This design comes from an exercise in tuning for small area, a short achievable clock period and few clock cycles on the open sky130 flow, not from production work. Where RTL was checked, it was by simulation tests only, not by an equivalence proof against the original.

==> 01-04: inputs <==
## CONVEX
module CONVEX(
input               CLK,
input               RST,
input       [4:0]   PT_XY,
output              READ_PT,
output reg  [9:0]   DROP_X,
output reg  [9:0]   DROP_Y,
output reg          DROP_V);
Settings: LEC_CHECK=0, CAP_MARGIN=20, CORE_MARGIN=2, CORE_UTILIZATION=55, CTS_CLUSTER_DIAMETER=120, CTS_CLUSTER_SIZE=20, SETUP_SLACK_MARGIN=5, SLEW_MARGIN=20; clock period 8.5 ns.
run.sh (not shown) runs the stock make flow with config.mk's settings and CLKGATE_MAP_FILE= SYNTH_SCRIPT=/design/flow/synth_recipe.tcl, a recipe that flattens the netlist after the stock synthesis.
==> 10-09: changes against 01-04 <==
--- a/flow/design.v
+++ b/flow/design.v
@@ -52,14 +52,13 @@
 wire [19:0] s3_A;
 reg  [12:0] at;                             
 integer k, j;
 always @(*) begin
     for (k = 0; k < 13; k = k + 1) at[k] = (cnt == k);
 end
-reg         pend, pend_drop0, pend_ins0, pend_inside, pend_swap;
-wire        base_odd = cnt[0] ^ pop ^ (pend && pend_swap);
+wire        base_odd = cnt[0] ^ pop;
 wire [19:0] DE = base_odd ? D1 : D0;        
 wire [19:0] DO = base_odd ? D0 : D1;        
 always @(posedge CLK) begin
     for (j = 0; j < 12; j = j + 1) begin
         if (pop ? (at[j+1] || at[j]) : (at[j] || (j > 0 && at[(j > 0) ? j - 1 : 0])))
             Q[j] <= (j % 2 == 0) ? DE : DO;
@@ -76,23 +75,20 @@
 reg  [19:0] PT, R0;
 reg         r0_ok;                          
 reg         fin;                            
 reg  [3:0]  Hp;                             
 wire        fin_set;
 wire [3:0]  Hp_new;
-reg         s1_v, s2_v, s1_first, s1_last, s2_first, s2_last, s1_tri, s2_tri;
-reg         tri_act;
-wire        tri_d;
+reg         s1_v, s2_v, s1_first, s1_last, s2_first, s2_last;
 wire [1:0]  ip      = {1'b0, s1_v} + {1'b0, s2_v};
-reg         ip_0, ip_1, ip_2;
-wire [19:0] A       = ip_0 ? Q[0] : ip_1 ? Q[1] : Q[2];
+wire [19:0] A       = (ip == 2'd0) ? Q[0] : (ip == 2'd1) ? Q[1] : Q[2];
 wire        r0_now  = s2_v && s2_first;
-wire [19:0] B       = need_last ? (r0_ok ? R0 : Q[0]) : ip_0 ? Q[1] : ip_1 ? Q[2] : Q[3];
+wire [19:0] B       = need_last ? (r0_ok ? R0 : Q[0]) : (ip == 2'd0) ? Q[1] : (ip == 2'd1) ? Q[2] : Q[3];
 wire        avail2  = (cnt >= {2'd0, ip} + 4'd2);
 wire        all_normal = fin && (tc + 4'd1 == Hp);
-wire        last_is = in_pass && need_last && (r0_ok || r0_now) && !tri_act;
+wire        last_is = in_pass && need_last && (r0_ok || r0_now);
 wire        start   = (!in_pass || last_is) && pn_v && npts == 2'd2;
 wire        direct  = pn_v && npts != 2'd2;             
 wire        normal  = in_pass && !need_last && !all_normal && avail2;
 assign      pn_take = start || direct;
 wire        issue   = normal || last_is;
 assign      pop     = s2_v;                 
@@ -102,23 +98,21 @@
 always @(posedge CLK or posedge RST) begin
     if (RST) begin
         in_pass   <= 1'b0;
         need_last <= 1'b0;
         tc        <= 4'd0;
         npts      <= 2'd0;
-        tri_act   <= 1'b0;
         fin       <= 1'b0;
         Hp        <= 4'd0;
     end
     else begin
         if (direct) begin
             npts <= npts + 2'd1;
             if (npts == 2'd1) begin
-                fin     <= 1'b1;
-                Hp      <= 4'd2;
-                tri_act <= 1'b1;
+                fin <= 1'b1;
+                Hp  <= 4'd2;
             end
         end
         if (last_is) begin
             in_pass   <= 1'b0;
             need_last <= 1'b0;
             fin       <= 1'b0;
@@ -134,17 +128,12 @@
         else if (in_pass && !need_last && all_normal)
             need_last <= 1'b1;
         if (fin_set) begin
             fin <= 1'b1;
             Hp  <= Hp_new;
         end
-        if (tri_d) begin
-            in_pass   <= 1'b0;
-            need_last <= 1'b0;
-            tri_act   <= 1'b0;
-        end
     end
 end
 reg  [10:0] s1_aX, s1_nY;
 reg  [5:0]  s1_oneY, s1_twoY, s1_negY, s1_oneX, s1_twoX, s1_negX;
 reg  [22:0] s2_r0, s2_r1, s2_r2;
 function [17:0] booth;
@@ -166,26 +155,24 @@
     s1_aX <= {1'b0, A[19:10]} - {1'b0, PT[19:10]};
     s1_nY <= {1'b0, PT[9:0]}     - {1'b0, A[9:0]};
     {s1_negY, s1_twoY, s1_oneY} <= booth(i_bY);
     {s1_negX, s1_twoX, s1_oneX} <= booth(i_bX);
     s1_first <= (tc == 4'd0) && !need_last;
     s1_last  <= need_last;
-    s1_tri   <= tri_act;
 end
 wire [22:0] cs_r0, cs_r1, cs_r2;
 CXS cxs(.aX(s1_aX), .nY(s1_nY),
         .oneY(s1_oneY), .twoY(s1_twoY), .negY(s1_negY),
         .oneX(s1_oneX), .twoX(s1_twoX), .negX(s1_negX),
         .r0(cs_r0), .r1(cs_r1), .r2(cs_r2));
 always @(posedge CLK) begin
     s2_r0 <= cs_r0;
     s2_r1 <= cs_r1;
     s2_r2 <= cs_r2;
     s2_first <= s1_first;
     s2_last  <= s1_last;
-    s2_tri   <= s1_tri;
 end
 wire [22:0] cs_s = s2_r0 ^ s2_r1 ^ s2_r2;
 wire [22:0] cs_c = {(s2_r0[21:0] & s2_r1[21:0]) | (s2_r0[21:0] & s2_r2[21:0]) | (s2_r1[21:0] & s2_r2[21:0]), 1'b0};
 wire [22:0] cs_t = cs_s + cs_c;
 assign      s3_v     = s2_v;
 assign      s3_first = s2_first;
@@ -193,43 +180,37 @@
 assign      s3_vis   = cs_t[22];
 assign      s3_A     = Q[0];                  
 always @(posedge CLK or posedge RST) begin
     if (RST) begin
         s1_v <= 1'b0;
         s2_v <= 1'b0;
-        ip_0 <= 1'b1;
-        ip_1 <= 1'b0;
-        ip_2 <= 1'b0;
     end
     else begin
         s1_v <= issue;
         s2_v <= s1_v;
-        ip_0 <= !issue && !s1_v;
-        ip_1 <= issue ^ s1_v;
-        ip_2 <= issue && s1_v;
     end
 end
 reg         prev_vis, vis0, anyvis;
 reg  [19:0] PD;
 reg  [3:0]  Hrun;
+reg         pend, pend_drop0, pend_ins0, pend_inside;
 wire        vin   = prev_vis;
 wire        vout  = s3_vis;
 wire        dec   = s3_v && !s3_first;
 wire        drop  = dec && vin && vout;
 wire        ins   = dec && vout && !vin;
 wire        drop0 = vout && vis0;
 wire        ins0  = vis0 && !vout;
 wire [3:0]  Hrun_m2 = Hrun - 4'd2;
 wire [3:0]  Hrun_m1 = Hrun - 4'd1;
 wire [3:0]  Hrun_p1 = Hrun + 4'd1;
 wire [3:0]  Hrun_n  = !vout ? Hrun : vin ? Hrun_m1 : Hrun_p1;
-assign      tri_d   = s3_v && s2_tri;
-assign      fin_set = (dec && s3_last) || tri_d;
+assign      fin_set = dec && s3_last;
 wire [3:0]  Hp_v0   = vis0 ? Hrun_p1 : Hrun;
 wire [3:0]  Hp_v1   = vin ? (vis0 ? Hrun_m2 : Hrun_m1) : (vis0 ? Hrun : Hrun_p1);
-assign      Hp_new  = tri_d ? 4'd3 : vout ? Hp_v1 : Hp_v0;
+assign      Hp_new  = vout ? Hp_v1 : Hp_v0;
 wire [1:0]  pend_n  = pend_drop0 ? 2'd0 : pend_ins0 ? 2'd2 : 2'd1;
 wire [1:0]  npush0  = direct ? 2'd1 : pend ? pend_n : dec ? 2'd1 : 2'd0;
 wire [1:0]  npush1  = direct ? 2'd1 : pend ? pend_n : dec ? (vin ? 2'd0 : 2'd2) : 2'd0;
 wire [3:0]  cnt_n0  = (npush0 == 2'd0) ? base : (npush0 == 2'd1) ? base + 4'd1 : base + 4'd2;
 wire [3:0]  cnt_n1  = (npush1 == 2'd0) ? base : (npush1 == 2'd1) ? base + 4'd1 : base + 4'd2;
 always @(*) begin
@@ -249,16 +230,15 @@
     else if (dec) begin
         prev_vis <= s3_vis;
         anyvis <= anyvis | s3_vis;
         Hrun <= Hrun_n;
     end
     if (fin_set) begin
-        pend_drop0  <= drop0 && !tri_d;
-        pend_ins0   <= ins0 || tri_d;
-        pend_inside <= !(anyvis || vout) && !tri_d;
-        pend_swap   <= tri_d && !vout;
+        pend_drop0  <= drop0;
+        pend_ins0   <= ins0;
+        pend_inside <= !(anyvis || vout);
     end
 end
 always @(posedge CLK or posedge RST) begin
     if (RST) begin
         pend  <= 1'b0;
         r0_ok <= 1'b0;
Settings changed: ABC_AREA from default to 1.
==> run summary <==
minimum clock period 3.38 ns; proportion of cell area occupied by registers 44.8%; status complete, no violations; WHS Endpoint s2_last; core box area roughly 53000 µm²; DRT met1 WL 33400 µm; Post-Synth Adder-Cell Area 12.0%; GPL Wtd Cong roughly 0.95; Post-Syn Instances 2940; Critical Path Stages 9; Slowest-stage cell, CP dfxtp_1; vias in the first global route about 20000; mux contribution to synthesized area 4.37%; worst r2r src s1_negY[4]; Well Taps 688
The numbers above come from 10-09.

==> run summary <==
Critical Path Stages 7; final core utilization 59.7%; GPL Wtd Cong 0.919; DRT met1 WL 29500 µm; Slowest-stage cell, CP mux2i_1; vias in the first global route around 19000; WHS Endpoint s2_first; proportion of cell area occupied by registers between 40% and 50%; status complete, no violations; Post-Synth Adder-Cell Area 12.3%; worst r2r src cnt[0]; met2 Track Usage GR between 40% and 50%; mux contribution to synthesized area ~6.2%; core box area 51300 µm²; XOR/XNOR Fraction of Synth Area 6.14%
The numbers above come from 01-04.

Testbench counts of 01-04, summed over its fixed seeds: cycles 23,534.
For 10-09, only the layout was checked, not whether the RTL still works.

-- separate check: timing with driven ports --
The results above use ideal ports. As a check the final layouts listed here were re-extracted and re-timed, cells and wires unchanged.
Step 1, drivers: a clkbuf_16 drives CLK and a buf_2 each remaining input, both assumed.
Step 2 adds t to the input delays and takes it off the output delays; t is the mean of the earliest and latest rising clock arrival at the registers after step 1. Input paths then give back, and output paths get back, about the clock's delay inside the block.
Slacks: no drivers / after step 1 / after step 2; pairs: no drivers / after step 1.
run | t (ns) | setup WS [ns] | hold slack, ns | latest minus earliest clock arrival (ns)
01-04 | 0.680 | 5.065 / 5.065 / 5.065 | 0.338 / 0.338 / 0.338 | 0.064 / 0.064
10-09 | 0.688 | 5.121 / 5.121 / 5.121 | 0.334 / 0.334 / 0.334 | 0.070 / 0.070
After both steps setup and hold are still met in every run listed.
